Source: an optimization exercise on an open RTL-to-GDS flow (aim: small area). Production flows keep margins and buffers that such runs may drop. The RTL was checked by simulation tests, not by an equivalence proof against the original design. Power figures rest on the tool's default switching activity, not on a simulated workload.

==> inputs of run P <==
==> flow/design.v <==
module servo_pwm(
    input   sclk,        
    input   rst,         
    input   key1,
    input   key2,
    output  PWM
);
parameter   period = 32'd20_000;                 
parameter   pulse_min = 32'd500;                 
parameter   pulse_middle = 32'd1_500;            
parameter   pulse_max = 32'd2_500;               
parameter   pulse_step = 32'd5;                  
reg     [31:0]    pulse_width;               
reg     [31:0]    cnt;                       
reg     pulse;                               
reg     pulse_r0;
reg     pulse_r1;
wire    pulse_pose;                          
always @(posedge sclk) begin
    if(rst == 1) begin
        pulse_r0 <= 0;
        pulse_r1 <= 0;
    end
    else begin
        pulse_r0 <= pulse;
        pulse_r1 <= pulse_r0;
    end
end
assign  pulse_pose = pulse_r0 & ~pulse_r1;
always @(posedge sclk) begin
    if(rst == 1) begin
        pulse_width <= pulse_middle;
    end
    else if(key1 == 1)   begin
        if(pulse_width >= pulse_max-1)    begin      
            pulse_width <= pulse_max-1;
        end
        else    begin
            if(pulse_pose == 1) begin
                pulse_width <= pulse_width + pulse_step;     
            end
            else    begin
                pulse_width <= pulse_width;
            end
        end
    end
    else if(key2 == 1)  begin
        if(pulse_width <= pulse_min-1)  begin
            pulse_width <= pulse_min-1;              
        end
        else    begin
            if(pulse_pose == 1) begin
                pulse_width <= pulse_width - pulse_step;     
            end
            else    begin
                pulse_width <= pulse_width;
            end
        end
    end
    else    begin
        pulse_width <= pulse_width;
    end
end
always @(posedge sclk) begin
    if(rst == 1) begin
        cnt <= 32'd0;
    end
    else if(cnt == period-1) begin
        cnt <= 32'd0;
    end
    else    begin
        cnt <= cnt + 1;
    end
end
always @(posedge sclk) begin
    if(rst == 1) begin
        pulse <= 0;
    end
    else if(cnt < pulse_width)  begin
        pulse <= 1;
    end
    else if(cnt >= pulse_width-1)   begin
        pulse <= 0;
    end
    else   begin
        pulse <= pulse;
    end
end
assign  PWM = pulse;
endmodule
==> flow/run.sh <==
#!/bin/bash
# synth_recipe.tcl (not shown) runs the flow's synth.tcl, then flattens the netlist and writes it again
# the make line also repeats each setting of config.mk as NAME=value (left out here)
make -C /OpenROAD-flow-scripts/flow DESIGN_CONFIG=/design/flow/config.mk WORK_HOME=/design/flow/orfs CLKGATE_MAP_FILE= SYNTH_SCRIPT=/design/flow/synth_recipe.tcl finish
==> flow/config.mk <==
export PLATFORM = sky130hd
export DESIGN_NAME = servo_pwm
export DESIGN_NICKNAME = servo_pwm
export VERILOG_FILES = /design/flow/design.v
export SDC_FILE = /design/flow/constraint.sdc
export NUM_CORES = 4
export LEC_CHECK = 0
export CAP_MARGIN = 20
export CORE_MARGIN = 2
export CORE_UTILIZATION = 40
export SLEW_MARGIN = 20
==> flow/constraint.sdc <==
create_clock -name core_clock -period 10.0 [get_ports {sclk}]
set_input_delay 2.0000 -clock core_clock [delete_from_list [all_inputs] [get_ports {sclk}]]
set_output_delay 2.0000 -clock core_clock [all_outputs]
set_load 0.01 [all_outputs]
==> run R (differences from run P) <==
==> flow/design.v, changed modules only <==
module servo_pwm(
    input   sclk,
    input   rst,
    input   key1,
    input   key2,
    output  PWM
);
reg [2:0]  cp;
reg [8:0]  cl;
reg [2:0]  ch;
reg [8:0]  q;
reg        c;
reg        pulse;
reg        pulse_r0;
reg        pulse_r1;
wire pose  = pulse_r0 & ~pulse_r1;
wire p4    = cp[2];
wire lwrap = p4 & cl[8] & cl[7] & cl[6] & cl[5] & cl[4] & cl[1] & cl[0];  
wire q500  = q[8] & q[7] & q[6] & q[5] & q[4] & q[2];                    
wire q499  = q[8] & q[7] & q[6] & q[5] & q[4] & q[1] & q[0];             
wire hi    = q500 | (q499 & c);                                          
wire lo    = ~(q[8] | q[7] | q[4] | q[3] | q[2]);                         
wire up    = key1 & ~hi & pose;
wire dn    = key1 ? q500 : (key2 & ~lo & pose);
reg [9:0] bw;
reg [8:0] t;
integer i;
always @* begin
    bw[0] = c & ~p4;
    for (i = 0; i < 9; i = i + 1)
        bw[i+1] = (~cl[i] & q[i]) | (~cl[i] & bw[i]) | (q[i] & bw[i]);
    t[0] = up | dn;
    for (i = 1; i < 9; i = i + 1)
        t[i] = t[i-1] & (q[i-1] ^ dn);
end
wire lt = (ch == 3'd0) & bw[9];
always @(posedge sclk) begin
    if (rst) begin
        cp <= 3'b000;
        cl <= 9'd0;
        ch <= 3'd0;
        pulse <= 1'b0;
        pulse_r0 <= 1'b0;
        pulse_r1 <= 1'b0;
        q <= 9'd300;
        c <= 1'b0;
    end else begin
        cp <= {cp[1] & ~cp[0], cp[0], ~cp[1] & ~cp[2]};
        if (p4)
            cl <= lwrap ? 9'd0 : cl + 9'd1;
        if (lwrap)
            ch <= ch + 3'd1;
        pulse <= lt;
        pulse_r0 <= pulse;
        pulse_r1 <= pulse_r0;
        q <= q ^ t;
        if ((key1 & hi) | (~key1 & key2 & lo))
            c <= 1'b1;
    end
end
assign PWM = pulse;
endmodule
==> flow/flow/run.sh (new file) <==
#!/bin/bash
# Layout flow: ORFS, with an area-oriented synthesis (flow/mysynth.tcl, same
# front end, register inference and naming as the standard synthesis), plain
# buf_1 port buffers and a small clock tree.
set -euo pipefail
W=$PWD
export MY_ABC_SCRIPT=${MY_ABC_SCRIPT:-none}
[ -f "$W/flow/my.abc" ] && export MY_ABC_SCRIPT=$W/flow/my.abc
make -C "$FLOW_HOME" DESIGN_CONFIG="$FLOW_CONFIG" WORK_HOME="$W/orfs" CLKGATE_MAP_FILE= \
    SYNTH_SCRIPT="$W/flow/mysynth.tcl" \
    BUFFER_PORTS_ARGS="-buffer_cell sky130_fd_sc_hd__buf_1" \
    CTS_ARGS="-sink_clustering_enable -repair_clock_nets -dont_use_dummy_load -buf_list sky130_fd_sc_hd__clkbuf_8 -sink_clustering_size 40 -sink_clustering_max_diameter 200" \
    finish > "$W/make.log" 2>&1
R=$W/orfs/results/$FLOW_PLATFORM/servo_pwm/base
: # left out here: write the final layout as DEF
==> flow/flow/mysynth.tcl (new file) <==
proc synth {args} { yosys synth -nofsm -noshare {*}$args }
source $::env(SCRIPTS_DIR)/synth_preamble.tcl
read_checkpoint $::env(RESULTS_DIR)/1_1_yosys_canonicalize.rtlil
hierarchy -check -top $::env(DESIGN_NAME)
synth -flatten -run :fine
synth -top $::env(DESIGN_NAME) -run fine:
chformal -remove
delete t:\$print
renames -wire
opt -purge
dfflibmap {*}$lib_args {*}$lib_dont_use_args
opt
setundef -zero
set my_script $::env(MY_ABC_SCRIPT)
if {$my_script eq "none"} { abc {*}$lib_args {*}$lib_dont_use_args } else { abc -script $my_script {*}$lib_args {*}$lib_dont_use_args -constr $::env(OBJECTS_DIR)/abc.constr }
splitnets
opt_clean -purge
hilomap -singleton -hicell {*}$::env(TIEHI_CELL_AND_PORT) -locell {*}$::env(TIELO_CELL_AND_PORT)
insbuf -buf {*}$::env(MIN_BUF_CELL_AND_PORTS)
tee -o $::env(REPORTS_DIR)/synth_check.txt check
tee -o $::env(REPORTS_DIR)/synth_stat.txt stat {*}$lib_args
check -assert -mapped
# left out here: clear keep_hierarchy, flatten, clean up, hide names made inside functions, write 1_2_yosys.v
exec cp $::env(SDC_FILE) $::env(RESULTS_DIR)/1_synth.sdc
==> flow/standard.sh (new file) <==
#!/bin/bash
# synth_recipe.tcl (not shown) runs the flow's synth.tcl, then flattens the netlist and writes it again
# the make line also repeats each setting of config.mk as NAME=value (left out here)
make -C /OpenROAD-flow-scripts/flow DESIGN_CONFIG=/design/flow/config.mk WORK_HOME=/design/flow/orfs CLKGATE_MAP_FILE= SYNTH_SCRIPT=/design/flow/synth_recipe.tcl "${@:-finish}"
removed: flow/run.sh
==> run Y (differences from run P) <==
==> flow/design.v, changed modules only <==
module servo_pwm(
    input   sclk,
    input   rst,
    input   key1,
    input   key2,
    output  PWM
);
reg [2:0]  cp;
reg [8:0]  cl;
reg [2:0]  ch;
reg [8:0]  q;
reg        c;
reg        pulse;
reg        pulse_r0;
reg        pulse_r1;
wire pose  = pulse_r0 & ~pulse_r1;
wire p4    = cp[2];
wire lwrap = p4 & cl[8] & cl[7] & cl[6] & cl[5] & cl[4] & cl[1] & cl[0];  
wire q500  = q[8] & q[7] & q[6] & q[5] & q[4] & q[2];                    
wire q499  = q[8] & q[7] & q[6] & q[5] & q[4] & q[1] & q[0];             
wire hi    = q500 | (q499 & c);                                          
wire lo    = ~(q[8] | q[7] | q[4] | q[3] | q[2]);                         
wire up    = key1 & ~hi & pose;
wire dn    = key1 ? q500 : (key2 & ~lo & pose);
reg [9:0] bw;
reg [8:0] t;
integer i;
always @* begin
    bw[0] = c & ~p4;
    for (i = 0; i < 9; i = i + 1)
        bw[i+1] = (~cl[i] & q[i]) | (~cl[i] & bw[i]) | (q[i] & bw[i]);
    t[0] = up | dn;
    for (i = 1; i < 9; i = i + 1)
        t[i] = t[i-1] & (q[i-1] ^ dn);
end
wire lt = (ch == 3'd0) & bw[9];
always @(posedge sclk) begin
    if (rst) begin
        cp <= 3'b000;
        cl <= 9'd0;
        ch <= 3'd0;
        pulse <= 1'b0;
        pulse_r0 <= 1'b0;
        pulse_r1 <= 1'b0;
        q <= 9'd300;
        c <= 1'b0;
    end else begin
        cp <= {cp[1] & ~cp[0], cp[0], ~cp[1] & ~cp[2]};
        if (p4)
            cl <= lwrap ? 9'd0 : cl + 9'd1;
        if (lwrap)
            ch <= ch + 3'd1;
        pulse <= lt;
        pulse_r0 <= pulse;
        pulse_r1 <= pulse_r0;
        q <= q ^ t;
        if ((key1 & hi) | (~key1 & key2 & lo))
            c <= 1'b1;
    end
end
assign PWM = pulse;
endmodule
==> summary.txt <==
                                                                                   run Y              run P             run R
Result of the run                                               timing/DRC/antenna clean  timing/DRC/antenna clean  timing/DRC/antenna clean
Max-slew headroom                                                                  44.3%              43.0%             34.9%
Delay of the slowest cell on the worst path                                      0.55 ns            0.69 ns           0.83 ns
Clk. pwr                                                                       0.0901 mW           0.340 mW         0.0592 mW
Post-layout util                                                                   45.5%              44.1%             44.7%
Sequential share of power                                                          52.6%              39.3%             59.8%
Die span in x                                                                    66.6 um             123 um           59.7 um
Clock-pin slew of the registers on the worst-case setup and hold paths           0.10 ns            0.05 ns           0.09 ns
Cts bufs inserted                                                                      3                  9                 3
Heaviest power group                                                    sequential cells  the clock network  sequential cells
Number of standard cells after synthesis                                             176                732               149
Average wire per standard cell                                                   14.3 um            17.8 um           12.4 um
Cell with the biggest individual delay on the critical path              clkdlybuf4s50_1             nor4_2         a2111oi_1
Post-place instance area                                                       1620 um^2          5810 um^2         1300 um^2
Global placement routability congestion                                            0.924              0.923             0.867
TAP cells                                                                             48                180                33
Setup WS post-layout                                                             6.25 ns            5.71 ns           5.93 ns
Most common cell after layout, fill and taps aside                               dfxtp_1             nor2_1           dfxtp_1
Proportion of synthesized area in mux cells                                        2.55%                 0%                0%
Buffer and inverter count on the worst path                                            1                  0                 1
Post-Synth Adder-Cell Area                                                         4.94%              14.8%                0%
Pin count of the biggest net entering global routing                                  25                 43                24
Portion of total power attributed to the clock network                             39.9%              46.3%             29.2%
DIE AREA                                                                       4440 um^2        15,200 um^2         3570 um^2

-- port drivers added, routing unchanged --
The results above use ideal ports. As a check the final layouts listed here were re-extracted and re-timed, cells and wires unchanged.
Step 1, drivers: a clkbuf_16 drives sclk and a buf_2 each remaining input, both assumed.
Step 2 times the ports against the registers' clock, not the clock port: input delays grow and output delays shrink by t, the midpoint of the rising clock arrivals with the driver on.
Three values: ideal ports, drivers, drivers and shift; two values: the first two.
run | t (ns) | setup WS [ns] | hold WS [ns] | worst data-port slew with drivers (ns) | cell pins on the clock port's net
run P | 0.383 | 5.708 / 5.708 / 5.443 | 0.490 / 0.490 / 0.490 | 0.03 | 1
run R | 0.287 | 5.932 / 5.934 / 5.647 | 0.418 / 0.418 / 0.418 | 0.03 | 1
run Y | 0.300 | 6.245 / 6.248 / 5.947 | 0.416 / 0.416 / 0.416 | 0.03 | 1
After both steps every run listed still meets setup and hold. For run Y, which loses most, drivers alone change the setup slack by +0.003 ns; drivers and shift together by -0.298 ns.
